This design comes from an exercise in tuning for small area and a short achievable clock period on the open sky130 flow, not from production work. At most, simulation tests tie the RTL to the original design; equivalence was not proved. No functional check of the RTL was part of run 1. Power and IR drop assume default switching activity.

==> flow/flow/run.sh <==
#!/bin/bash
# The standard layout with two changes to how it is made:
# - the port buffers are buf_2 cells (the standard flow picks a slow delay
#   buffer, clkdlybuf4s50_1, for every input and output port);
# - timing repair is asked for a setup slack margin well above zero, so that
#   it sizes and buffers the critical paths instead of stopping once the
#   25 ns clock is met.
# The clock, the I/O delays and every other constraint are the design's.
set -euo pipefail
bash standard.sh "BUFFER_PORTS_ARGS=-buffer_cell sky130_fd_sc_hd__buf_2" \
	SETUP_SLACK_MARGIN=11 TNS_END_PERCENT=10 finish > run_standard.log 2>&1
==> flow/standard.sh <==
#!/bin/bash
# synth_recipe.tcl (not shown) runs the flow's synth.tcl, then flattens the netlist and writes it again
# the make line also repeats each setting of config.mk as NAME=value (left out here)
make -C /OpenROAD-flow-scripts/flow DESIGN_CONFIG=/design/flow/config.mk WORK_HOME=/design/flow/orfs CLKGATE_MAP_FILE= SYNTH_SCRIPT=/design/flow/synth_recipe.tcl "${@:-finish}"
==> flow/design.v <==
module sh_mx2i (s, a, b, y);
input s, a, b;
output y;
assign y = ~(s ? b : a);
endmodule
module barrel_shifter (a, sh, f_sll, f_sra, y);
input  [31:0] a;
input  [4:0]  sh;
input         f_sll, f_sra;
output [31:0] y;	 
wire [31:0] st [0:5];	 
genvar i, k;
generate
	for (i = 0; i < 31; i = i + 1) begin : in_g
		sh_mx2i m (.s(f_sll), .a(a[i]), .b(a[31-i]), .y(st[0][i]));
	end
	assign st[0][31] = ~(f_sll ? a[0] : (a[31] & ~f_sra));
	for (k = 0; k < 5; k = k + 1) begin : s_g
		for (i = 0; i < 32; i = i + 1) begin : b_g
			if (i + (1 << k) < 32) begin : m
				sh_mx2i mm (.s(sh[k]), .a(st[k][i]), .b(st[k][i + (1 << k)]), .y(st[k+1][i]));
			end else if (k % 2 == 0) begin : zi
				assign st[k+1][i] = ~(st[k][i] | sh[k]);
			end else begin : zt
				assign st[k+1][i] = ~(st[k][i] & ~sh[k]);
			end
		end
	end
endgenerate
assign y = st[5];
endmodule
module add_p (a_n, b, p);	 
input a_n, b;
output p;
assign p = ~(a_n ^ b);
endmodule
module add_g (a_n, b, g);	 
input a_n, b;
output g;
assign g = ~a_n & b;
endmodule
module add_gg (gh, ph, gl, g);	 
input gh, ph, gl;
output g;
assign g = gh | (ph & gl);
endmodule
module add_pp (ph, pl, p);	 
input ph, pl;
output p;
assign p = ph & pl;
endmodule
module add_x (p, c, s);		 
input p, c;
output s;
assign s = p ^ c;
endmodule
module addr_adder (a_n, b, s);
input  [31:0] a_n;
input  [31:0] b;
output [31:0] s;
wire [31:0] p0, g0;
wire [31:0] G [0:5];
wire [31:0] P [0:5];
genvar i, l;
generate
	for (i = 0; i < 32; i = i + 1) begin : pg
		add_p up (.a_n(a_n[i]), .b(b[i]), .p(p0[i]));
		add_g ug (.a_n(a_n[i]), .b(b[i]), .g(g0[i]));
	end
	assign G[0] = g0;
	assign P[0] = p0;
	for (l = 0; l < 5; l = l + 1) begin : lv
		for (i = 0; i < 32; i = i + 1) begin : b
			if ((i >> l) & 1) begin : n
				localparam integer J = ((i >> l) << l) - 1;
				localparam integer START = (i >> (l + 1)) << (l + 1);
				add_gg ng (.gh(G[l][i]), .ph(P[l][i]), .gl(G[l][J]), .g(G[l+1][i]));
				if (START > 0) begin : pp
					add_pp np (.ph(P[l][i]), .pl(P[l][J]), .p(P[l+1][i]));
				end else begin : np
					assign P[l+1][i] = 1'b0;	 
				end
			end else begin : t
				assign G[l+1][i] = G[l][i];
				assign P[l+1][i] = P[l][i];
			end
		end
	end
	assign s[0] = p0[0];
	for (i = 1; i < 32; i = i + 1) begin : sum
		add_x ux (.p(p0[i]), .c(G[5][i-1]), .s(s[i]));
	end
endgenerate
endmodule
module rf_wr_bit (we, nwe, wd, q, d);
input we, nwe, wd, q;
output d;
assign d = (we & wd) | (nwe & q);
endmodule
module rf_aoi222 (s, d, y);
input [2:0] s, d;
output y;
assign y = ~(|(s & d));
endmodule
module rf_nand2 (s, d, y);
input s, d;
output y;
assign y = ~(s & d);
endmodule
module rf_rd_bit (sel, d, y_n);
input [30:0] sel;	 
input [30:0] d;
output y_n;
wire [10:0] n;
genvar i;
generate
	for (i = 0; i < 10; i = i + 1) begin : t
		rf_aoi222 g (.s(sel[3*i +: 3]), .d(d[3*i +: 3]), .y(n[i]));
	end
endgenerate
rf_nand2 g30 (.s(sel[30]), .d(d[30]), .y(n[10]));
assign y_n = &n;
endmodule
module pc_fa (a, b, c, s, co);
input a, b, c;
output s, co;
assign s  = a ^ b ^ c;
assign co = (a & b) | (c & (a ^ b));
endmodule
module pc_ha (a, b, s, co);
input a, b;
output s, co;
assign s  = a ^ b;
assign co = a & b;
endmodule
module pc_xnor2 (a, b, y);
input a, b;
output y;
assign y = ~(a ^ b);
endmodule
module pc_xor2 (a, b, y);
input a, b;
output y;
assign y = a ^ b;
endmodule
module pc_or2 (a, b, y);
input a, b;
output y;
assign y = a | b;
endmodule
module pc_andn (a, b, y);	 
input a, b;
output y;
assign y = ~a & b;
endmodule
module pc_fa1 (a, b, s, co);
input a, b;
output s, co;
pc_xnor2 x (.a(a), .b(b), .y(s));
pc_or2   o (.a(a), .b(b), .y(co));
endmodule
module pc_rca #(parameter N = 8, parameter CIN = 0) (a, b, s, co);
input  [N-1:0] a, b;
output [N-1:0] s;
output co;
wire [N:0] c;
genvar i;
generate
	if (CIN) begin : c1
		pc_fa1 f0 (.a(a[0]), .b(b[0]), .s(s[0]), .co(c[1]));
	end else begin : c0
		pc_ha  h0 (.a(a[0]), .b(b[0]), .s(s[0]), .co(c[1]));
	end
	for (i = 1; i < N; i = i + 1) begin : r
		pc_fa f (.a(a[i]), .b(b[i]), .c(c[i]), .s(s[i]), .co(c[i+1]));
	end
endgenerate
assign co = c[N];
endmodule
module pc_inc #(parameter N = 8) (a, s, co);
input  [N-1:0] a;
output [N-1:0] s;
output co;
wire [N:0] c;
assign s[0] = ~a[0];
assign c[1] = a[0];
genvar i;
generate
	for (i = 1; i < N; i = i + 1) begin : r
		pc_ha h (.a(a[i]), .b(c[i]), .s(s[i]), .co(c[i+1]));
	end
endgenerate
assign co = c[N];
endmodule
module pc_hs (a, b, d, bo);
input a, b;
output d, bo;
pc_xor2 x (.a(a), .b(b), .y(d));
pc_andn n (.a(a), .b(b), .y(bo));
endmodule
module pc_dec #(parameter N = 8) (a, s);
input  [N-1:0] a;
output [N-1:0] s;
wire [N:0] b;
assign s[0] = ~a[0];
assign b[1] = ~a[0];
genvar i;
generate
	for (i = 1; i < N; i = i + 1) begin : r
		pc_hs h (.a(a[i]), .b(b[i]), .d(s[i]), .bo(b[i+1]));
	end
endgenerate
endmodule
module program_counter_mips (pc, imm, pc4, bt);
input  [29:0] pc;
input  [15:0] imm;
output [29:0] pc4;
output [29:0] bt;
wire [15:0] inc_lo;
wire        c_lo;
wire [13:0] hi_p1, hi_m1;
wire        unused_c;
pc_inc #(.N(16)) u_inc_lo (.a(pc[15:0]),  .s(inc_lo), .co(c_lo));
pc_inc #(.N(14)) u_inc_hi (.a(pc[29:16]), .s(hi_p1),  .co(unused_c));
pc_dec #(.N(14)) u_dec_hi (.a(pc[29:16]), .s(hi_m1));
assign pc4 = {c_lo ? hi_p1 : pc[29:16], inc_lo};
wire [7:0] s0, s1a, s1b;
wire       c8, c16a, c16b;
pc_rca #(.N(8), .CIN(1)) u_a0 (.a(pc[7:0]),  .b(imm[7:0]),  .s(s0),  .co(c8));
pc_rca #(.N(8), .CIN(0)) u_a1 (.a(pc[15:8]), .b(imm[15:8]), .s(s1a), .co(c16a));
pc_rca #(.N(8), .CIN(1)) u_a2 (.a(pc[15:8]), .b(imm[15:8]), .s(s1b), .co(c16b));
wire c16 = c8 ? c16b : c16a;
wire up = c16 & ~imm[15];
wire dn = ~c16 & imm[15];
assign bt = {up ? hi_p1 : (dn ? hi_m1 : pc[29:16]), c8 ? s1b : s1a, s0};
endmodule
module mips_full_processor(i_clk, i_reset,
			   o_imem_addr, i_imem_data,
			   o_dmem_addr, o_dmem_wdata, o_dmem_we, i_dmem_rdata);
input i_clk ;
input i_reset;
output [31:0] o_imem_addr;	 
input  [31:0] i_imem_data;	 
output [31:0] o_dmem_addr;	 
output [31:0] o_dmem_wdata;	 
output        o_dmem_we;	 
input  [31:0] i_dmem_rdata;	 
wire [31:0] I = i_imem_data;
wire [5:0] op    = I[31:26];
wire [4:0] rs    = I[25:21];
wire [4:0] rt    = I[20:16];
wire [4:0] rd    = I[15:11];
wire [5:0] funct = I[5:0];
wire [31:0] imm  = {{16{I[15]}}, I[15:0]};
wire is_r    = (op == 6'b000000);
wire is_addi = (op == 6'b001000);
wire is_lw   = (op == 6'b100011);
wire is_sw   = (op == 6'b101011);
wire is_beq  = (op == 6'b000100);
wire is_j    = (op == 6'b000010);
wire f_sll = (funct == 6'h00);
wire f_srl = (funct == 6'h02);
wire f_sra = (funct == 6'h03);
wire f_sub = (funct == 6'h22);
wire f_and = (funct == 6'h24);
wire f_or  = (funct == 6'h25);
wire f_xor = (funct == 6'h26);
wire f_nor = (funct == 6'h27);
wire f_slt = (funct == 6'h2A);
wire f_arith = ~(f_sll | f_srl | f_sra | f_and | f_or | f_xor | f_nor | f_slt);
reg  [31:2] pc;
wire [31:0] rf [1:31];
reg [30:0] sel_a, sel_b;
integer k;
always @* begin
	for (k = 1; k < 32; k = k + 1) begin
		sel_a[k-1] = (rs == k);
		sel_b[k-1] = (rt == k);
	end
end
wire [31:0] A_n, B_n;	 
genvar g, b;
generate
	for (b = 0; b < 32; b = b + 1) begin : rd_g
		wire [30:0] col;
		for (g = 1; g < 32; g = g + 1) begin : c
			assign col[g-1] = rf[g][b];
		end
		rf_rd_bit ra (.sel(sel_a), .d(col), .y_n(A_n[b]));
		rf_rd_bit rb (.sel(sel_b), .d(col), .y_n(B_n[b]));
	end
endgenerate
wire [31:0] A = ~A_n;
wire [31:0] B = ~B_n;
wire [31:0] dsum;
addr_adder dadd (.a_n(A_n), .b(imm), .s(dsum));
assign o_dmem_addr  = dsum;
assign o_dmem_wdata = B;
assign o_dmem_we    = is_sw;
wire        sub_mode = f_sub | f_slt;
wire [32:0] addsub   = {1'b0, A} + {1'b0, B ^ {32{sub_mode}}} + {32'd0, sub_mode};
wire        a_lt_b   = ~addsub[32];		 
wire [31:0] sy;		 
barrel_shifter shifter (.a(A), .sh(B[4:0]), .f_sll(f_sll), .f_sra(f_sra), .y(sy));
reg [31:0] sy_rev;
integer m;
always @* for (m = 0; m < 32; m = m + 1) sy_rev[m] = sy[31-m];
wire rn = ~i_reset;
wire s_r     = rn & is_r;
wire s_add   = s_r & f_arith;
wire s_slt   = s_r & f_slt;
wire s_sll   = s_r & f_sll;
wire s_sr    = s_r & (f_srl | f_sra);
wire s_and   = s_r & f_and;
wire s_or    = s_r & f_or;
wire s_xor   = s_r & f_xor;
wire s_nor   = s_r & f_nor;
wire s_lw    = rn & is_lw;
wire s_addi  = rn & is_addi;
wire [31:0] sr_res = {(f_sra ? A[31] : sy[31]), sy[30:0]};
wire [31:0] wd = ({32{s_add}}  & addsub[31:0])
	       | {31'd0, s_slt & a_lt_b}
	       | ({32{s_sll}}  & sy_rev)
	       | ({32{s_sr}}   & sr_res)
	       | ({32{s_and}}  & (A & B))
	       | ({32{s_or}}   & (A | B))
	       | ({32{s_xor}}  & (A ^ B))
	       | ({32{s_nor}}  & ~(A | B))
	       | ({32{s_lw}}   & i_dmem_rdata)
	       | ({32{s_addi}} & dsum);
wire       wen = is_r | is_addi | is_lw;
wire [4:0] wa  = is_r ? rd : rt;
generate
	for (g = 1; g < 32; g = g + 1) begin : reg_g
		reg  [31:0] r;
		wire [31:0] d;
		wire we_g  = i_reset | (wen & (wa == g));
		wire nwe_g = ~we_g;
		for (b = 0; b < 32; b = b + 1) begin : bit_g
			rf_wr_bit w (.we(we_g), .nwe(nwe_g), .wd(wd[b]), .q(r[b]), .d(d[b]));
		end
		always @(posedge i_clk)
			r <= d;
		assign rf[g] = r;
	end
endgenerate
wire [31:2] pc4, bt;
program_counter_mips pc_arith (.pc(pc), .imm(I[15:0]), .pc4(pc4), .bt(bt));
wire taken = is_beq & (A == B);
always @(posedge i_clk) begin
	if (i_reset)
		pc <= 30'd0;
	else if (taken)
		pc <= bt;
	else if (is_j)
		pc <= {pc4[31:28], I[25:0]};
	else
		pc <= pc4;
end
assign o_imem_addr = {pc, 2'b00};
endmodule
==> flow/config.mk <==
export PLATFORM = sky130hd
export DESIGN_NAME = mips_full_processor
export DESIGN_NICKNAME = mips_full_processor
export VERILOG_FILES = /design/flow/design.v
export SDC_FILE = /design/flow/constraint.sdc
export NUM_CORES = 4
export LEC_CHECK = 0
export CAP_MARGIN = 20
export CORE_MARGIN = 2
export CORE_UTILIZATION = 50
export CTS_BUF_LIST = sky130_fd_sc_hd__clkbuf_8
export SLEW_MARGIN = 20
export SYNTH_HIERARCHICAL = 1
export SYNTH_MINIMUM_KEEP_SIZE = 0
==> flow/constraint.sdc <==
create_clock -name core_clock -period 25.0 [get_ports {i_clk}]
set_input_delay 5.0000 -clock core_clock [delete_from_list [all_inputs] [get_ports {i_clk}]]
set_output_delay 5.0000 -clock core_clock [all_outputs]
set_load 0.01 [all_outputs]
==> impl_metrics.tcl, run 1 <==
set metrics [dict create \
    io_pins 163 \
    met3_length_um 38200 \
    drv_cap 0 \
    worstPathMaxFanout 32 \
    final_max_slew_viol_count 0 \
    worst_slew_pin_slew_ns 1.25 \
    via_count 51700 \
    power_leakage_uw 0.0240 \
    final_cell_count_no_fill 6586 \
    ir_worst_vdd_v 0.0000501 \
    min_period_ns 14.16 \
    clockBufferDepth 3 \
    dpl.hpwl_um 149000 \
    dp_cells 6201 \
    path_common_cell "a21o_1" \
    htree_levels 4 \
    status "finished clean" \
    max_freq_mhz 70.6 \
    criticalPathCategory "input pin to primary output" \
    worstSkewPairLatency_ns 0.92 \
    min_path_type "flip-flop to flip-flop" \
    wire_per_inst_um 37.2 \
    setup_tns_ns 0 \
    area_growth_pct 17.6 \
    die_area_um2 103000 \
    slowest_stage "nand4_1" \
    syn_area_um2 50400 \
    root_buffer "clkbuf_8" \
    yosysWarnings 9 \
    required_ns 20.00 \
    hold_violations 0 \
    wl_met1_um 91000 \
    die_w_um 321 \
    start_kind "input pin" \
    grt_max_degree 66 \
    wl_met2_um 96500 \
    detail-route-antenna-nets 0 \
    path_cells "buf_6, nand3b_1, buf_6, nor2_4, buf_12, a222oi_1, nand4_1, nor3_4, buf_6, buf_4, nor2b_4, a21o_1, a21o_1, a21o_4, a21o_1, a21o_1, xor2_2, buf_2" \
    cts_tree "yes" \
    cts.clk_slew.worst_paths_ns 0.06 \
    first_pass_iters 20 \
    wl_um 245000 \
    cts_buffers 168 \
    gr-usage-all-layers_pct 44.9 \
    drt_iter0_drc 12800 \
    netlist_instances 4668 \
    rows 116 \
    via_per_inst 7.85 \
    place.gp.congestion 1.02 \
    finalSetupViolCount 0 \
    fill_cells 8651 \
    cts_sinks 1022 \
    grt_pass1_vias 46800 \
    path_delay_family "compound AO/OA/AOI/OAI gates" \
    routed.top_layer "met5" \
    grt_pass1_wl_um 340000 \
    postSynthAreaPerCell_um2 10.8 \
    core_um2 100000 \
    endpoint_kind "primary output" \
    skew_ns 0.0739 \
    die_height_um 321 \
    layout-drive-gt1-share_pct 18.3 \
    rsz0062_at_grt "true" \
    route.detailed.drc 0 \
    period_share_pct 56.6 \
    worstPathArrival_ns 9.16 \
    cts_hold_buf 0 \
    relSlewSlack_pct 16.3 \
    start_util_pct 50.4 \
    antenna_found_initial 2 \
    critPathMaxStageDelay_ns 0.82 \
    worstPathBufferInverterCount 6 \
    layout.nets 5374 \
    pwr_density_cell_nw_per_um2 57.9 \
    io_buffers 160 \
    grt_overflow_total 0 \
]
==> metrics by stage <==
| step | utilization (%) | setup WS [ns] | instance area [um2] | hold WS, ns | power (uW) |
|---|---|---|---|---|---|
| global placement | 54.7 | 9.96 | 54700 | 0.472 | 1960 |
| global route | 59.3 | 10.92 | 59300 | 0.507 | 3510 |
| CTS | 58.7 | 11.01 | 58700 | 0.497 | 3410 |
| detailed placement | 54.8 | 9.83 | 54800 | 0.475 | 1970 |
| floorplan | - | 11.27 | 50400 | 0.460 | 1830 |
| finish | 59.3 | 10.84 | 59300 | 0.497 | 3430 |
==> sequential cells by signal, summed over array words and instances, names as in the netlist <==
signal,cells
pc,30
reg_g.r,992
==> timing repair <==
item                       4_1_cts  5_1_grt
setup buffers                   41       40
setup endpoints to repair       27       22
resized for setup               55       38
cloned                           4        2
pin swaps                       45       43
==> final timing paths <==
check | cells after the start | slack (ns) | startpoint | to
worst max-delay path | 18 | 10.84 | i_imem_data[21] | o_dmem_addr[28]
worst min-delay path | 1 | 0.50 | reg_g[31].r[28] | reg_g[31].r[28]
worst max register to register | 15 | 18.98 | reg_g[28].r[31] | reg_g[29].r[15]
worst min register to register | 1 | 0.50 | reg_g[31].r[28] | reg_g[31].r[28]
==> worst register-to-register path: cells and delay by family, from the launching register on <==
kind,cells,cell delay [ns]
buf+inv,2,0.71
simple gates,5,2.03
mux,4,1.07
compound gates,4,1.80
flops,1,0.32
==> cell usage in the layout, fill, tap and decap left out, types with 133 or more instances in the layout <==
master	n
a222oi_1	660
a22o_1	999
buf_2	154
buf_4	239
clkbuf_8	213
dfxtp_1	1022
inv_1	139
mux2i_1	236
nand2_1	133
nand4_1	137
==> metal layers <==
metal,GRT usage [%],vias up
met5,0.0946,-
met4,28.8,6
met3,17.6,935
met2,61.7,4538
met1,58.1,25000
li1,-,21200
==> area by class of cell <==
cell class	count	area [um2]	area share, %
multi-input cells	3460	30500	51.5
flip-flops and latches	1022	20500	34.5
well taps	1298	1620	2.74
inverters	88	330	0.557
repair buffers	422	3010	5.07
clock inverters	82	410	0.692
clock buffers	213	2930	4.95
diodes	1	2.50	0.00422
==> report_power, final <==
| group | switching, uW | total [uW] | internal [uW] |
|---|---|---|---|
| combinational | 219 | 298 | 79.2 |
| clock | 710 | 1480 | 766 |
| sequential | 14.7 | 1660 | 1640 |
==> run 2: changes to the inputs <==
--- a/flow/design.v
+++ b/flow/design.v
@@ -94,2 +94,83 @@
 endmodule
+module alu_fa (a, b, c, s, co);
+input a, b, c;
+output s, co;
+assign s  = a ^ b ^ c;
+assign co = (a & b) | (c & (a ^ b));
+endmodule
+module alu_ha (a, b, s, co);
+input a, b;
+output s, co;
+assign s  = a ^ b;
+assign co = a & b;
+endmodule
+module alu_and2 (a, b, y);
+input a, b;
+output y;
+assign y = a & b;
+endmodule
+module alu_xor2 (a, b, y);
+input a, b;
+output y;
+assign y = a ^ b;
+endmodule
+module alu_ao21 (a, b, c, y);	 
+input a, b, c;
+output y;
+assign y = a | (b & c);
+endmodule
+module alu_cib (a, b, ci, s, co);
+input  [7:0] a, b;
+input  ci;
+output [7:0] s;
+output co;
+wire [7:0] s0;
+wire [8:0] c;
+wire [8:1] pre;		 
+wire [7:1] inc;
+genvar i;
+generate
+	alu_ha h0 (.a(a[0]), .b(b[0]), .s(s0[0]), .co(c[1]));
+	for (i = 1; i < 8; i = i + 1) begin : r
+		alu_fa f (.a(a[i]), .b(b[i]), .c(c[i]), .s(s0[i]), .co(c[i+1]));
+	end
+	assign pre[1] = s0[0];
+	for (i = 2; i < 9; i = i + 1) begin : p
+		alu_and2 n (.a(pre[i-1]), .b(s0[i-1]), .y(pre[i]));
+	end
+	alu_xor2 x0 (.a(s0[0]), .b(ci), .y(s[0]));
+	for (i = 1; i < 8; i = i + 1) begin : x
+		alu_and2 n (.a(ci), .b(pre[i]), .y(inc[i]));
+		alu_xor2 x (.a(s0[i]), .b(inc[i]), .y(s[i]));
+	end
+endgenerate
+alu_ao21 o (.a(c[8]), .b(ci), .c(pre[8]), .y(co));
+endmodule
+module alu_addsub (a, b, ci, s, co);
+input  [31:0] a, b;
+input  ci;
+output [31:0] s;
+output co;
+wire [4:0] c;
+wire [8:0] r;
+assign c[0] = ci;
+genvar i;
+generate
+	assign r[0] = ci;
+	for (i = 0; i < 8; i = i + 1) begin : r0
+		alu_fa f (.a(a[i]), .b(b[i]), .c(r[i]), .s(s[i]), .co(r[i+1]));
+	end
+	assign c[1] = r[8];
+	for (i = 1; i < 4; i = i + 1) begin : blk
+		alu_cib u (.a(a[8*i +: 8]), .b(b[8*i +: 8]), .ci(c[i]), .s(s[8*i +: 8]), .co(c[i+1]));
+	end
+endgenerate
+assign co = c[4];
+endmodule
+module alu_lut2 (a, b, k, y);
+input a, b;
+input [3:0] k;
+output y;
+assign y = a ? (b ? k[3] : k[2]) : (b ? k[1] : k[0]);
+endmodule
 module rf_wr_bit (we, nwe, wd, q, d);
@@ -300,4 +381,6 @@
 wire        sub_mode = f_sub | f_slt;
-wire [32:0] addsub   = {1'b0, A} + {1'b0, B ^ {32{sub_mode}}} + {32'd0, sub_mode};
-wire        a_lt_b   = ~addsub[32];		 
+wire [31:0] addsub;
+wire        add_co;
+alu_addsub asu (.a(A), .b(B ^ {32{sub_mode}}), .ci(sub_mode), .s(addsub), .co(add_co));
+wire        a_lt_b   = ~add_co;		 
 wire [31:0] sy;		 
@@ -320,3 +403,10 @@
 wire [31:0] sr_res = {(f_sra ? A[31] : sy[31]), sy[30:0]};
-wire [31:0] wd = ({32{s_add}}  & addsub[31:0])
+wire [3:0] lk = {s_and | s_or, s_or | s_xor, s_or | s_xor, s_nor};
+wire [31:0] logic_res;
+generate
+	for (b = 0; b < 32; b = b + 1) begin : lg_g
+		alu_lut2 l (.a(A[b]), .b(B[b]), .k(lk), .y(logic_res[b]));
+	end
+endgenerate
+wire [31:0] wd = ({32{s_add}}  & addsub)
 	       | {31'd0, s_slt & a_lt_b}
@@ -324,6 +414,3 @@
 	       | ({32{s_sr}}   & sr_res)
-	       | ({32{s_and}}  & (A & B))
-	       | ({32{s_or}}   & (A | B))
-	       | ({32{s_xor}}  & (A ^ B))
-	       | ({32{s_nor}}  & ~(A | B))
+	       | logic_res
 	       | ({32{s_lw}}   & i_dmem_rdata)
--- a/flow/config.mk
+++ b/flow/config.mk
@@ -10,3 +10,5 @@
 export CORE_UTILIZATION = 50
-export CTS_BUF_LIST = sky130_fd_sc_hd__clkbuf_8
+export CTS_BUF_LIST = sky130_fd_sc_hd__clkbuf_16
+export CTS_CLUSTER_DIAMETER = 80
+export CTS_CLUSTER_SIZE = 30
 export SLEW_MARGIN = 20
==> impl_metrics.tcl, run 2 <==
set metrics [dict create \
    min_path_type "flip-flop to flip-flop" \
    die_w_um 318 \
    htree_levels 2 \
    worst_slew_pin_slew_ns 1.10 \
    cts.clk_slew.worst_paths_ns 0.11 \
    via_per_inst 7.92 \
    grt_pass1_wl_um 320000 \
    worstSkewPairLatency_ns 0.75 \
    power_switching_uw 834 \
    pwr-share-seq_pct 56.3 \
    skew_ns 0.0839 \
    power_frac_comb_pct 9.5 \
    drv_cap 0 \
    core_um2 98000 \
    ff2ff_path_depth 22 \
    grt_pass1_vias 44300 \
    yosysWarnings 9 \
    layout.nets 4933 \
    antenna_found_initial 5 \
    relSlewSlack_pct 26.4 \
    pwr_density_cell_nw_per_um2 52.2 \
    worstHoldStart "reg_g[20].r[13]" \
    min_period_ns 14.06 \
    final_max_slew_viol_count 0 \
    multi_input_area_um2 29400 \
    criticalPathCategory "input pin to primary output" \
    hold_violations 0 \
    regArea_um2 20500 \
    die_height_um 318 \
    cts_buffers 48 \
    layout-drive-gt1-share_pct 17.6 \
    drt_iter0_drc 12300 \
    cts_tree "yes" \
    io_pins 163 \
    area_growth_pct 14.4 \
    endpoint_kind "primary output" \
    hold_end "reg_g[20].r[13]" \
    via_count 48400 \
    netlist_instances 4390 \
    worstPathMaxFanout 32 \
    largest_reg_flops 992 \
    route.detailed.drc 0 \
    clockBufferDepth 3 \
    dpl.hpwl_um 134000 \
    max_freq_mhz 71.1 \
    grt_max_degree 69 \
    root_buffer "clkbuf_16" \
    p_int_uw 2110 \
    period_share_pct 56.2 \
    finalSetupViolCount 0 \
    gr-usage-all-layers_pct 42.6 \
    detail-route-antenna-nets 0 \
    start_kind "input pin" \
    final_cell_mix "dfxtp_1, a22o_1, a222oi_1" \
    status "finished clean" \
    reg_top3 "reg_g.r: 992 flops, pc: 30 flops" \
    fill_cells 8460 \
    r2r_slack_ns 16.78 \
    setup_tns_ns 0 \
    place.gp.congestion 0.951 \
    layout_commonest_cell "dfxtp_1" \
    syn_area_um2 49300 \
    grt_overflow_total 0 \
    hold_ws_ns 0.509 \
    worstReg2RegStart "reg_g[7].r[0]" \
    rsz0062_at_grt "false" \
    whs_path_depth 1 \
    ir_worst_vdd_v 0.0000702 \
    rr_endpoint "reg_g[10].r[0]" \
    postSynthAreaPerCell_um2 11.2 \
    first_pass_iters 11 \
    regMostFlops "reg_g.r" \
    wl_um 228000 \
    worstPathArrival_ns 9.06 \
    io_buffers 160 \
    die_area_um2 101000 \
    p_sw_share_pct 28.4 \
    wire_per_inst_um 37.4 \
    power_leakage_uw 0.0222 \
    cts_sinks 1022 \
    rows 115 \
    required_ns 20.00 \
    start_util_pct 50.3 \
    pwr-share-clk_pct 34.2 \
]
-- run 2: through the flow --
step	setup slack (ns)	util, %	instance area, um2	instances	total power, uW
floorplan	11.05	-	49300	4391	1820
global placement	9.95	54.5	53400	5920	1940
detailed placement	9.80	54.6	53500	5923	1950
CTS	11.02	57.2	56000	6077	2930
global route	10.97	57.5	56400	6102	3000
finish	10.94	57.5	56400	6103	2940
-- run 2: repair_timing --
action	in CTS	in global routing
buffers inserted	62	24
hold buffers	0	0
gates resized for setup	63	27
gates cloned	12	1
setup endpoints to repair	29	21
pin swaps	51	31
-- run 2: per-layer routing --
metal / vias to the layer above / share of wire, % / track usage (%)
li1: 19900 / - / -
met1: 23500 / 37 / 56.6
met2: 4168 / 40 / 59.3
met3: 789 / 15 / 13.4
met4: 4 / 7.5 / 27.6
met5: - / 0.012 / 0.236
-- run 2: worst max path at each step --
stage,from,cells after the start,to,slack [ns]
after floorplan,i_imem_data[25],14,o_dmem_addr[17],11.05
after global routing,i_imem_data[23],17,o_dmem_addr[31],10.97
after CTS,i_imem_data[25],15,o_dmem_addr[31],11.02
final,i_imem_data[24],16,o_dmem_addr[17],10.94
after detailed placement,i_imem_data[24],14,o_dmem_addr[31],9.80
after global placement,i_imem_data[24],14,o_dmem_addr[31],9.95
-- run 2: worst max-delay path, stage by stage --
cell,delay (ns)
buf_4,0.19
nor2_1,0.10
nand2_4,0.18
nor2_4,0.04
buf_4,0.31
a222oi_1,0.46
nand4_1,0.59
nor3_4,0.41
xnor2_1,0.14
and2_1,0.20
a21o_1,0.24
a21o_2,0.28
a21o_2,0.30
a21o_1,0.19
xor2_1,0.21
buf_2,0.17
-- run 2: power by group through the flow --
stage	Combinational, uW	Sequential [uW]	Clock [uW]
floorplan	128	1690	0
CTS	264	1660	1010
global placement	250	1690	0
detailed placement	253	1690	0
global route	283	1660	1060
finish	279	1660	1000
-- run 2: area by class of cell --
cell class              instances  share of cell area, %
clock inverters                32                  0.719
multi-input cells            3227                   52.2
flip-flops and latches       1022                   36.3
inverters                      69                  0.460
repair buffers                417                   5.30
clock buffers                  48                   2.13
diodes                          1                0.00444
well taps                    1287                   2.86
==> run 3: changes to the inputs <==
--- a/flow/flow/run.sh
+++ b/flow/flow/run.sh
@@ -10,2 +10,2 @@
 bash standard.sh "BUFFER_PORTS_ARGS=-buffer_cell sky130_fd_sc_hd__buf_2" \
-	SETUP_SLACK_MARGIN=11 TNS_END_PERCENT=10 finish > run_standard.log 2>&1
+	SETUP_SLACK_MARGIN=12.5 TNS_END_PERCENT=10 finish > run_standard.log 2>&1
==> impl_metrics.tcl, run 3 <==
set metrics [dict create \
    relSlewSlack_pct 28.8 \
    critical_path.endpoint "o_dmem_addr[26]" \
    p_total_uw 3000 \
    wl_um 238000 \
    netlist_instances 4390 \
    critPathLaunch "i_imem_data[22]" \
    final_cell_area_um2 59000 \
    clockBufferDepth 3 \
    ff2ff_path_depth 23 \
    grt_overflow_total 0 \
    min_path_type "flip-flop to flip-flop" \
    pwr_density_cell_nw_per_um2 50.9 \
    core_um2 98000 \
    via_count 49400 \
    root_buffer "clkbuf_16" \
    htree_levels 2 \
    pre_cts_ws_ns 10.18 \
    yosysWarnings 9 \
    finalSetupViolCount 0 \
    rr_endpoint "reg_g[26].r[0]" \
    layout_commonest_cell "dfxtp_1" \
    r2r_slack_ns 17.01 \
    layout-drive-gt1-share_pct 20.7 \
    die_area_um2 101000 \
    fin_ws_ns 11.20 \
    ir_worst_vdd_v 0.0000554 \
    rows 115 \
    drv_cap 0 \
    via_per_inst 7.95 \
    largest_reg_flops 992 \
    grt_max_degree 82 \
    regMostFlops "reg_g.r" \
    route.detailed.drc 0 \
    fill_cells 8160 \
    antenna_found_initial 4 \
    final_cell_mix "dfxtp_1, a22o_1, a222oi_1" \
    first_pass_iters 17 \
    postSynthAreaPerCell_um2 11.2 \
    worstPathArrival_ns 8.80 \
    worst_slew_pin_slew_ns 1.07 \
    required_ns 20.00 \
    io_pins 163 \
    dpl.hpwl_um 136000 \
    endpoint_kind "primary output" \
    worstReg2RegStart "reg_g[28].r[0]" \
    syn_area_um2 49300 \
    max_freq_mhz 72.5 \
    grt_pass1_wl_um 332000 \
    area_growth_pct 19.7 \
    setup_tns_ns 0 \
    status "finished clean" \
    start_util_pct 50.3 \
    die_w_um 318 \
    reg_top3 "reg_g.r: 992 flops, pc: 30 flops" \
    insertedDiodeCount 0 \
    cts_sinks 1022 \
    gr-usage-all-layers_pct 44.4 \
    hold_ws_ns 0.509 \
    dpl-instance-area_um2 53800 \
    layout.nets 5045 \
    cts_hold_buf 0 \
    grt_pass1_vias 45600 \
    cts_tree "yes" \
    rsz0062_at_grt "true" \
    worstSkewPairLatency_ns 0.73 \
    hold_violations 0 \
    place.gp.congestion 0.938 \
    io_buffers 160 \
    drt_iter0_drc 13200 \
    start_kind "input pin" \
    criticalPathCategory "input pin to primary output" \
    power_leakage_uw 0.0233 \
    die_height_um 318 \
    final_max_slew_viol_count 0 \
    cts.clk_slew.worst_paths_ns 0.11 \
    period_share_pct 55.2 \
    cts_buffers 49 \
    skew_ns 0.0717 \
    min_period_ns 13.80 \
    worstPathMaxFanout 8 \
    detail-route-antenna-nets 0 \
    wire_per_inst_um 38.3 \
]
run 3: per-stage QoR:
step / util, % / std cells
global placement: 54.8 / 5928
CTS: 59.6 / 6179
global route: 60.2 / 6213
detailed placement: 54.9 / 5931
floorplan: - / 4391
finish: 60.2 / 6213
run 3: cell type report:
type / count / area [um2] / area share [%]
Timing Repair Buffer: 534 / 5030 / 8.53
Sequential cell: 1022 / 20500 / 34.7
Clock inverter: 31 / 459 / 0.779
Multi-Input combinational cell: 3221 / 29900 / 50.7
Inverter: 69 / 267 / 0.452
Tap cell: 1287 / 1610 / 2.73
Clock buffer: 49 / 1230 / 2.08
run 3: worst min path at each step:
stage                    start               to  slack [ns]  depth (start not counted)
4_1_cts         reg_g[20].r[9]   reg_g[20].r[9]        0.50                          1
2_1_floorplan   reg_g[10].r[0]   reg_g[10].r[0]        0.46                          1
5_1_grt         reg_g[23].r[3]   reg_g[23].r[3]        0.51                          1
3_3_place_gp   reg_g[10].r[28]  reg_g[10].r[28]        0.47                          1
3_5_place_dp    reg_g[4].r[30]   reg_g[4].r[30]        0.48                          1
6_report        reg_g[17].r[0]   reg_g[17].r[0]        0.51                          1
run 3: report_power, final:
group	switching [uW]	internal (uW)	leakage [uW]
Combinational	213	92.8	0.0143
Sequential	13.6	1640	0.00824
Clock	628	409	0.000810
Total	854	2140	0.0233
run 3: routing by layer:
layer	vias up	GRT usage, %	share of wire, %	wire length [um]
met5	-	0.426	0.019	45
met4	4	27.6	7.3	17300
met3	814	15.2	15	36600
met2	4430	62.3	40	95800
met1	24100	58.3	37	88200
li1	20000	-	-	-
run 3: critical path, cell delays in order:
cell and delay [ns]:
buf_16 0.11, nand2b_4 0.17, nor3_4 0.08, buf_6 0.15
a222oi_1 0.59, nand4_1 0.59, nor3_2 0.37, buf_6 0.21
buf_6 0.14, nor2b_4 0.04, a21o_1 0.18, a21o_1 0.20
a21o_4 0.26, a21o_1 0.16, a21o_1 0.18, xor2_2 0.18
buf_2 0.16
run 3: repair_timing:
item / CTS / global route
gates cloned: 25 / 3
buffers inserted: 143 / 29
endpoints found under the setup margin: 591 / 188
pin swaps: 171 / 60
gates resized for setup: 224 / 43
==> run 4: changes to the inputs <==
--- a/flow/flow/run.sh
+++ b/flow/flow/run.sh
@@ -10,2 +10,2 @@
 bash standard.sh "BUFFER_PORTS_ARGS=-buffer_cell sky130_fd_sc_hd__buf_2" \
-	SETUP_SLACK_MARGIN=12.5 TNS_END_PERCENT=10 finish > run_standard.log 2>&1
+	SETUP_SLACK_MARGIN=11 TNS_END_PERCENT=5 finish > run_standard.log 2>&1
--- a/flow/config.mk
+++ b/flow/config.mk
@@ -7,3 +7,3 @@
 export LEC_CHECK = 0
-export CAP_MARGIN = 20
+export CAP_MARGIN = 10
 export CORE_MARGIN = 2
@@ -11,5 +11,5 @@
 export CTS_BUF_LIST = sky130_fd_sc_hd__clkbuf_16
-export CTS_CLUSTER_DIAMETER = 80
-export CTS_CLUSTER_SIZE = 30
-export SLEW_MARGIN = 20
+export CTS_CLUSTER_DIAMETER = 70
+export CTS_CLUSTER_SIZE = 27
+export SLEW_MARGIN = 10
 export SYNTH_HIERARCHICAL = 1
==> impl_metrics.tcl, run 4 <==
set metrics [dict create \
    final_max_slew_viol_count 0 \
    power_leakage_uw 0.0226 \
    min_path_type "flip-flop to flip-flop" \
    drv_cap 0 \
    worstReg2RegStart "reg_g[7].r[0]" \
    power_switching_uw 903 \
    worstSkewPairLatency_ns 0.74 \
    postSynthAreaPerCell_um2 11.2 \
    required_ns 20.00 \
    pwr-share-seq_pct 52.7 \
    cts_sinks 1022 \
    worstPathMaxFanout 10 \
    die_area_um2 101000 \
    first_pass_iters 15 \
    worstPathArrival_ns 9.07 \
    max_freq_mhz 71.1 \
    start_util_pct 50.3 \
    fill_cells 8340 \
    p_sw_share_pct 28.7 \
    die_w_um 318 \
    path_cells "buf_8, nand3b_1, buf_4, nor2_4, buf_4, buf_4, a222oi_1, nand4_1, nor3_2, buf_6, xnor2_2, and2_1, a21o_1, a21o_4, a21o_1, a21o_1, xor2_1, buf_2" \
    gr-usage-all-layers_pct 43.0 \
    largest_reg_flops 992 \
    status "finished clean" \
    path_delay_family "simple AND/OR/NAND/NOR gates" \
    core_um2 98000 \
    grt_pass1_vias 44400 \
    hold_end "reg_g[29].r[26]" \
    worst_slew_pin_slew_ns 1.18 \
    layout_commonest_cell "dfxtp_1" \
    power_frac_comb_pct 9.0 \
    p_int_uw 2240 \
    dpl.hpwl_um 134000 \
    pwr-share-clk_pct 38.3 \
    layout.nets 4965 \
    cts_tree "yes" \
    antenna_found_initial 1 \
    rows 115 \
    area_growth_pct 16.2 \
    wl_um 230000 \
    skew_ns 0.0329 \
    netlist_instances 4390 \
    clockBufferDepth 3 \
    layout-drive-gt1-share_pct 18.6 \
    via_per_inst 7.88 \
    via_count 48500 \
    wire_per_inst_um 37.4 \
    grt_pass1_wl_um 323000 \
    critPathMaxStageDelay_ns 0.65 \
    drt_iter0_drc 13000 \
    finalSetupViolCount 0 \
    cts.clk_slew.worst_paths_ns 0.09 \
    cts_buffers 61 \
    yosysWarnings 9 \
    r2r_slack_ns 16.61 \
    final_cell_mix "dfxtp_1, a22o_1, a222oi_1" \
    p_total_uw 3140 \
    insertedDiodeCount 0 \
    pwr_density_cell_nw_per_um2 54.9 \
    die_height_um 318 \
    reg_top3 "reg_g.r: 992 flops, pc: 30 flops" \
    endpoint_kind "primary output" \
    syn_area_um2 49300 \
    root_buffer "clkbuf_16" \
    whs_path_depth 1 \
    start_kind "input pin" \
    criticalPathCategory "input pin to primary output" \
    regMostFlops "reg_g.r" \
    slowest_stage "nand4_1" \
    worstHoldStart "reg_g[29].r[26]" \
    worstPathBufferInverterCount 6 \
    post-route-util_pct 58.4 \
    grt_max_degree 69 \
    ff2ff_path_depth 22 \
    setup_tns_ns 0 \
    rsz0062_at_grt "false" \
    relSlewSlack_pct 21.3 \
    grt_overflow_total 0 \
    route.detailed.drc 0 \
    io_pins 163 \
    htree_levels 2 \
    place.gp.congestion 0.951 \
    rr_endpoint "reg_g[20].r[0]" \
    ir_worst_vdd_v 0.0000633 \
    hold_violations 0 \
    detail-route-antenna-nets 0 \
    io_buffers 160 \
    min_period_ns 14.07 \
    period_share_pct 56.3 \
]
run 4: worst reg2reg max path: stages (launching register included):
cell      delay (ns)
dfxtp_1         0.35
a222oi_1        0.36
nand4_1         0.62
nor3_2          0.64
inv_2           0.05
buf_4           0.32
xnor2_1         0.25
fa_1            0.43
fa_1            0.39
fa_1            0.39
fa_1            0.39
fa_1            0.39
fa_1            0.40
fa_1            0.41
fa_1            0.54
a21o_1          0.36
a21o_1          0.35
a21o_1          0.26
or3b_2          0.46
a21oi_1         0.16
a2111o_1        0.13
buf_4           0.42
a22o_1          0.28
run 4: area by class of cell:
cell class                 count  area (um2)  area share, %
tap                         1287        1610           2.81
timing repair buffer         435        3160           5.51
inverter                      69         259          0.453
clock buffer                  63        1580           2.75
clock inverter                49         686           1.20
multi-input combinational   3228       29500           51.5
sequential                  1022       20500           35.7
run 4: metal layers:
| metal | track usage (%) | wire length [um] | vias to the layer above |
|---|---|---|---|
| met1 | 56.9 | 86000 | 23600 |
| met5 | 0.142 | 0 | - |
| met2 | 60.0 | 92700 | 4186 |
| li1 | - | - | 19900 |
| met3 | 14.4 | 34800 | 781 |
| met4 | 26.5 | 16700 | 0 |
run 4: worst max path at each step:
stage                         start  slack, ns              end  cells after the start
floorplan           i_imem_data[25]      11.05  o_dmem_addr[17]                     14
global placement    i_imem_data[24]       9.95  o_dmem_addr[31]                     14
detailed placement  i_imem_data[24]       9.82  o_dmem_addr[31]                     14
CTS                 i_imem_data[25]      11.00  o_dmem_addr[31]                     15
global route        i_imem_data[21]      10.98  o_dmem_addr[25]                     18
finish              i_imem_data[21]      10.93  o_dmem_addr[27]                     18
run 4: timing repair:
item / 4_1_cts / 5_1_grt
pin swaps: 52 / 26
gates cloned: 13 / 1
resized for setup: 63 / 43
endpoints found under the setup margin: 28 / 19
buffers inserted: 76 / 31
hold buffers: 0 / 0
run 4: stage by stage:
stage          setup WS, ns  std cells  area [um2]  hold slack (ns)
2_1_floorplan         11.05       4391       49300            0.460
5_1_grt               10.98       6153       57200            0.514
4_1_cts               11.00       6121       56800            0.503
6_report              10.93       6153       57200            0.504
3_5_place_dp           9.82       5920       53400            0.477
3_3_place_gp           9.95       5920       53400            0.474
run 4: power groups by stage:
stage	Combinational [uW]	Clock, uW	Sequential (uW)
floorplan	128	0	1690
global placement	250	0	1690
detailed placement	252	0	1690
CTS	265	1210	1650
global route	287	1270	1660
finish	283	1200	1660
==> run 5: changes to the inputs <==
--- a/flow/design.v
+++ b/flow/design.v
@@ -190,2 +190,7 @@
 endmodule
+module rf_nor3 (a, b, c, y);
+input a, b, c;
+output y;
+assign y = ~(a | b | c);
+endmodule
 module rf_rd_bit (sel, d, y_n);
@@ -204,2 +209,20 @@
 endmodule
+module rf_rd_bit2 (sel, d, y_n, y2_n);
+input [30:0] sel;
+input [30:0] d;
+output y_n, y2_n;
+wire [10:0] n;
+genvar i;
+generate
+	for (i = 0; i < 10; i = i + 1) begin : t
+		rf_aoi222 g (.s(sel[3*i +: 3]), .d(d[3*i +: 3]), .y(n[i]));
+	end
+endgenerate
+rf_nand2 g30 (.s(sel[30]), .d(d[30]), .y(n[10]));
+wire h0 = ~&n[3:0];
+wire h1 = ~&n[7:4];
+wire h2 = ~&n[10:8];
+rf_nor3 o1 (.a(h0), .b(h1), .c(h2), .y(y_n));
+rf_nor3 o2 (.a(h0), .b(h1), .c(h2), .y(y2_n));
+endmodule
 module pc_fa (a, b, c, s, co);
@@ -362,2 +385,3 @@
 wire [31:0] A_n, B_n;	 
+wire [31:0] Aa_n;	 
 genvar g, b;
@@ -369,4 +393,4 @@
 		end
-		rf_rd_bit ra (.sel(sel_a), .d(col), .y_n(A_n[b]));
-		rf_rd_bit rb (.sel(sel_b), .d(col), .y_n(B_n[b]));
+		rf_rd_bit2 ra (.sel(sel_a), .d(col), .y_n(Aa_n[b]), .y2_n(A_n[b]));
+		rf_rd_bit  rb (.sel(sel_b), .d(col), .y_n(B_n[b]));
 	end
@@ -376,3 +400,3 @@
 wire [31:0] dsum;
-addr_adder dadd (.a_n(A_n), .b(imm), .s(dsum));
+addr_adder dadd (.a_n(Aa_n), .b(imm), .s(dsum));
 assign o_dmem_addr  = dsum;
--- a/flow/flow/run.sh
+++ b/flow/flow/run.sh
@@ -10,2 +10,2 @@
 bash standard.sh "BUFFER_PORTS_ARGS=-buffer_cell sky130_fd_sc_hd__buf_2" \
-	SETUP_SLACK_MARGIN=11 TNS_END_PERCENT=5 finish > run_standard.log 2>&1
+	SETUP_SLACK_MARGIN=11 TNS_END_PERCENT=10 finish > run_standard.log 2>&1
--- a/flow/config.mk
+++ b/flow/config.mk
@@ -7,3 +7,3 @@
 export LEC_CHECK = 0
-export CAP_MARGIN = 10
+export CAP_MARGIN = 20
 export CORE_MARGIN = 2
@@ -13,3 +13,3 @@
 export CTS_CLUSTER_SIZE = 27
-export SLEW_MARGIN = 10
+export SLEW_MARGIN = 20
 export SYNTH_HIERARCHICAL = 1
==> impl_metrics.tcl, run 5 <==
set metrics [dict create \
    postSynthAreaPerCell_um2 11.2 \
    htree_levels 2 \
    detail-route-antenna-nets 0 \
    regArea_um2 20500 \
    cts_tree "yes" \
    critPathMaxStageDelay_ns 0.63 \
    criticalPathCategory "input pin to primary output" \
    fin_ws_ns 10.95 \
    final_cell_area_um2 56500 \
    antenna_found_initial 6 \
    hold_violations 0 \
    pre_cts_ws_ns 10.06 \
    power_leakage_uw 0.0223 \
    core_um2 98300 \
    slowest_stage "a222oi_1" \
    grt_max_degree 72 \
    start_kind "input pin" \
    dpl-instance-area_um2 53400 \
    die_area_um2 102000 \
    io_buffers 160 \
    final_cell_mix "dfxtp_1, a22o_1, a222oi_1" \
    reg_top3 "reg_g.r: 992 flops, pc: 30 flops" \
    wl_um 233000 \
    final_max_slew_viol_count 0 \
    min_path_type "flip-flop to flip-flop" \
    via_per_inst 7.94 \
    period_share_pct 56.2 \
    layout-drive-gt1-share_pct 18.3 \
    worstPathMaxFanout 32 \
    min_period_ns 14.05 \
    status "finished clean" \
    syn_area_um2 49600 \
    fill_cells 8584 \
    grt_overflow_total 0 \
    netlist_instances 4422 \
    worst_slew_pin_slew_ns 1.40 \
    cts_hold_buf 0 \
    path_common_cell "a21o_1" \
    grt_pass1_vias 43200 \
    route.detailed.drc 0 \
    dpl.hpwl_um 154000 \
    drv_cap 0 \
    rows 115 \
    cts_buffers 60 \
    wire_per_inst_um 38.1 \
    multi_input_area_um2 29400 \
    die_height_um 319 \
    clockBufferDepth 3 \
    grt_pass1_wl_um 327000 \
    path_delay_family "simple AND/OR/NAND/NOR gates" \
    worstSkewPairLatency_ns 0.73 \
    endpoint_kind "primary output" \
    area_growth_pct 13.9 \
    worstPathBufferInverterCount 3 \
    post-route-util_pct 57.5 \
    gr-usage-all-layers_pct 43.2 \
    place.gp.congestion 1.01 \
    layout.nets 4940 \
    cts.clk_slew.worst_paths_ns 0.09 \
    die_w_um 319 \
    io_pins 163 \
    worstReg2RegStart "reg_g[19].r[0]" \
    first_pass_iters 17 \
    drt_iter0_drc 13300 \
    setup_tns_ns 0 \
    skew_ns 0.0396 \
    regMostFlops "reg_g.r" \
    max_freq_mhz 71.2 \
    yosysWarnings 9 \
    relSlewSlack_pct 6.75 \
    worstPathArrival_ns 9.05 \
    pwr_density_cell_nw_per_um2 55.2 \
    rsz0062_at_grt "false" \
    critPathLaunch "i_imem_data[25]" \
    via_count 48700 \
    root_buffer "clkbuf_16" \
    layout_commonest_cell "dfxtp_1" \
    finalSetupViolCount 0 \
    required_ns 20.00 \
    ir_worst_vdd_v 0.0000614 \
    cts_sinks 1022 \
    path_cells "buf_8, or3_1, nor2_2, buf_4, a222oi_1, nand4_1, nor3_2, xnor2_1, and2_1, a21o_1, a21o_1, a21o_1, a21o_1, xor2_2, buf_2" \
    worstHoldStart "reg_g[29].r[12]" \
    start_util_pct 50.5 \
    largest_reg_flops 992 \
    p_total_uw 3120 \
]
==> run 5: final timing paths <==
kind	endpoint	slack, ns	cells past startpoint
hold / removal	reg_g[29].r[12]	0.51	1
hold reg to reg	reg_g[29].r[12]	0.51	1
setup reg to reg	reg_g[3].r[0]	16.57	22
setup / recovery	o_dmem_addr[31]	10.95	15
==> run 5: through the flow <==
stage               std cells  hold WS, ns
floorplan                4423        0.460
global placement         5946        0.474
detailed placement       5946        0.475
CTS                      6090        0.505
global route             6126        0.520
finish                   6131        0.505
==> run 5: power breakdown <==
part / total, uW / internal [uW] / switching [uW]
Sequential: 1660 / 1640 / 14.2
Combinational: 262 / 68.2 / 194
Clock: 1200 / 520 / 677
==> run 5: area by class of cell <==
cell class / count / area share [%]
multi-input cells: 3247 / 52.0
diodes: 6 / 0.0266
inverters: 69 / 0.459
clock inverters: 46 / 1.08
clock buffers: 62 / 2.75
flip-flops and latches: 1022 / 36.2
well taps: 1287 / 2.85
repair buffers: 392 / 4.64
==> run 5: metal layers <==
| metal | vias up | part of all wire, % | wire, um | global-route usage [%] |
|---|---|---|---|---|
| met3 | 664 | 16 | 37900 | 17.8 |
| li1 | 19900 | - | - | - |
| met2 | 4172 | 42 | 97100 | 63.5 |
| met5 | - | 0.11 | 246 | 0.804 |
| met4 | 10 | 4.4 | 10200 | 13.1 |
| met1 | 23900 | 38 | 88000 | 57.7 |
==> run 5: repair_timing <==
action | 4_1_cts | 5_1_grt
endpoints found under the setup margin | 28 | 26
cloned | 0 | 1
pin swaps | 41 | 41
resized for setup | 35 | 42
buffers inserted | 36 | 34
==> run 6: changes to the inputs <==
==> flow/flow/run.sh (replaced) <==
#!/bin/bash
# The standard layout with two changes to how it is made:
# - the port buffers are buf_1 cells (the standard flow picks a slow delay
#   buffer, clkdlybuf4s50_1, for every input and output port);
# - timing repair is asked for a setup slack margin well above zero, so that
#   it sizes and buffers the critical paths instead of stopping once the
#   25 ns clock is met.
# The clock, the I/O delays and every other constraint are the design's.
set -euo pipefail
bash standard.sh "BUFFER_PORTS_ARGS=-buffer_cell sky130_fd_sc_hd__buf_1" \
	SETUP_SLACK_MARGIN=11.3 TNS_END_PERCENT=10 finish > run_standard.log 2>&1
==> impl_metrics.tcl, run 6 <==
set metrics [dict create \
    met3_length_um 37000 \
    via_count 49000 \
    required_ns 20.00 \
    worstPathBufferInverterCount 4 \
    hold_violations 0 \
    post-route-util_pct 58.0 \
    grt_pass1_wl_um 326000 \
    skew_ns 0.0627 \
    endpoint_kind "primary output" \
    worstPathMaxFanout 8 \
    rsz0062_at_grt "true" \
    gr-usage-all-layers_pct 42.9 \
    routed.top_layer "met5" \
    die_height_um 319 \
    pwr_density_cell_nw_per_um2 54.7 \
    layout_commonest_cell "dfxtp_1" \
    min_path_type "flip-flop to flip-flop" \
    core_um2 98300 \
    finalSetupViolCount 0 \
    io_pins 163 \
    start_util_pct 50.5 \
    root_buffer "clkbuf_16" \
    syn_area_um2 49600 \
    worst_slew_pin_slew_ns 1.37 \
    relSlewSlack_pct 8.82 \
    yosysWarnings 9 \
    place.gp.congestion 1.06 \
    start_kind "input pin" \
    slowest_stage "a222oi_1" \
    path_cells "buf_8, buf_12, or3_4, nor2_4, clkbuf_16, a222oi_1, nand4_1, nor3_2, xnor2_1, and2_1, and2_1, a21o_4, a21o_4, a21o_1, xor2_2, clkbuf_2" \
    grt_overflow_total 0 \
    cts_buffers 60 \
    htree_levels 2 \
    worstSkewPairLatency_ns 0.75 \
    wire_per_inst_um 37.7 \
    critPathMaxStageDelay_ns 0.53 \
    first_pass_iters 17 \
    die_area_um2 102000 \
    criticalPathCategory "input pin to primary output" \
    path_delay_family "simple AND/OR/NAND/NOR gates" \
    largest_reg_flops 992 \
    layout-drive-gt1-share_pct 16.5 \
    antenna_found_initial 6 \
    final_cell_mix "dfxtp_1, a22o_1, a222oi_1" \
    io_buffers 160 \
    die_w_um 319 \
    netlist_instances 4422 \
    area_growth_pct 15.0 \
    pre_cts_ws_ns 9.93 \
    wl_met2_um 97100 \
    drv_cap 0 \
    reg_top3 "reg_g.r: 992 flops, pc: 30 flops" \
    rows 115 \
    wl_met1_um 87700 \
    period_share_pct 55.6 \
    postSynthAreaPerCell_um2 11.2 \
    cts_sinks 1022 \
    cts.clk_slew.worst_paths_ns 0.09 \
    ir_worst_vdd_v 0.0000583 \
    wl_um 233000 \
    layout.nets 4980 \
    power_leakage_uw 0.0221 \
    final_max_slew_viol_count 0 \
    clockBufferDepth 3 \
    min_period_ns 13.91 \
    max_freq_mhz 71.9 \
    drt_iter0_drc 12900 \
    cts_tree "yes" \
    status "finished clean" \
    regMostFlops "reg_g.r" \
    grt_pass1_vias 43500 \
    dpl.hpwl_um 154000 \
    detail-route-antenna-nets 0 \
    worstPathArrival_ns 8.91 \
    route.detailed.drc 0 \
    grt_max_degree 69 \
    fin_ws_ns 11.09 \
    via_per_inst 7.95 \
    setup_tns_ns 0 \
]
==> run 6: worst paths after layout <==
path | startpoint | end | slack, ns | depth (start not counted)
hold reg to reg | reg_g[8].r[0] | reg_g[8].r[0] | 0.51 | 1
hold / removal | reg_g[8].r[0] | reg_g[8].r[0] | 0.51 | 1
setup / recovery | i_imem_data[25] | o_dmem_addr[19] | 11.09 | 16
setup reg to reg | reg_g[13].r[0] | reg_g[24].r[0] | 16.74 | 22
==> run 6: layout make-up <==
class | instances | area, um2
diodes | 3 | 7.51
clock buffers | 61 | 1530
clock inverters | 49 | 698
fillers | 8477 | 41300
inverters | 69 | 263
multi-input cells | 3247 | 29500
flip-flops and latches | 1022 | 20500
well taps | 1287 | 1610
repair buffers | 432 | 2910
==> run 6: stage by stage <==
step | instances | hold WS (ns) | power [uW] | instance area (um2)
after floorplan | 4423 | 0.460 | 1820 | 49700
after global placement | 5949 | 0.474 | 1930 | 53200
after detailed placement | 5949 | 0.477 | 1940 | 53200
after CTS | 6133 | 0.505 | 3100 | 56300
after global routing | 6167 | 0.514 | 3180 | 57000
final | 6170 | 0.508 | 3120 | 57000
==> run 6: per-layer routing <==
metal	GRT usage, %	vias to the layer above
li1	-	20000
met1	57.2	24000
met2	63.6	4273
met3	16.9	726
met4	12.7	6
met5	1.13	-
==> run 6: worst register-to-register path: stages (launching register included) <==
cell        delay, ns
dfxtp_1          0.34
a222oi_1         0.91
nand4_1          0.29
nor3_4           0.34
clkinvlp_4       0.13
buf_4            0.32
xnor2_1          0.25
fa_1             0.43
fa_1             0.39
fa_1             0.39
fa_1             0.39
fa_1             0.42
fa_1             0.43
fa_1             0.40
fa_1             0.52
a21o_1           0.35
a21o_1           0.34
a21o_1           0.25
or3b_2           0.49
a21oi_1          0.16
a2111o_1         0.14
buf_6            0.28
a22o_1           0.24
==> run 6: repair_timing <==
action                                  in CTS  in global routing
endpoints found under the setup margin      32                159
gates resized for setup                     77                 65
hold buffers                                 0                  0
pin swaps                                   79                 44
cloned                                       0                  5
setup buffers                               74                 23
==> run 6: power by group <==
part	total (uW)	leakage [uW]	internal, uW	switching, uW
logic	265	0.0128	69.4	195
clock network	1200	0.00106	510	687
registers	1660	0.00824	1640	14.2

## separate check: timing with driven ports
Ports are ideal in the flow. The routed layouts listed here were re-timed in OpenROAD.
Step 1 assumes that a clkbuf_16 drives the clock port and a buf_2 every other input.
Step 2 also shifts input and output timing later by t, the mid clock arrival at the registers, as if the neighbouring blocks saw the same clock.
Slacks: ideal ports / drivers / drivers and shift; pairs: ideal ports / drivers.
run	t (ns)	setup slack, ns	worst setup path at the end	latest minus earliest clock arrival (ns)	cell pins on the clock port's net
run 1	0.948	10.843 / 10.805 / 10.805	input to output	0.074 / 0.074	1
run 2	0.784	10.939 / 10.911 / 10.664	input to register	0.084 / 0.084	1
run 3	0.772	11.199 / 10.950 / 10.950	input to output	0.072 / 0.072	1
run 4	0.798	10.928 / 10.874 / 10.444	input to register	0.033 / 0.033	1
run 5	0.790	10.952 / 10.894 / 10.546	input to register	0.039 / 0.039	1
run 6	0.793	11.091 / 11.036 / 10.714	input to register	0.062 / 0.063	1
After both steps every run listed still meets setup and hold. The setup slack of run 4, which loses most, moves by -0.054 ns with the drivers and by -0.484 ns with both steps.
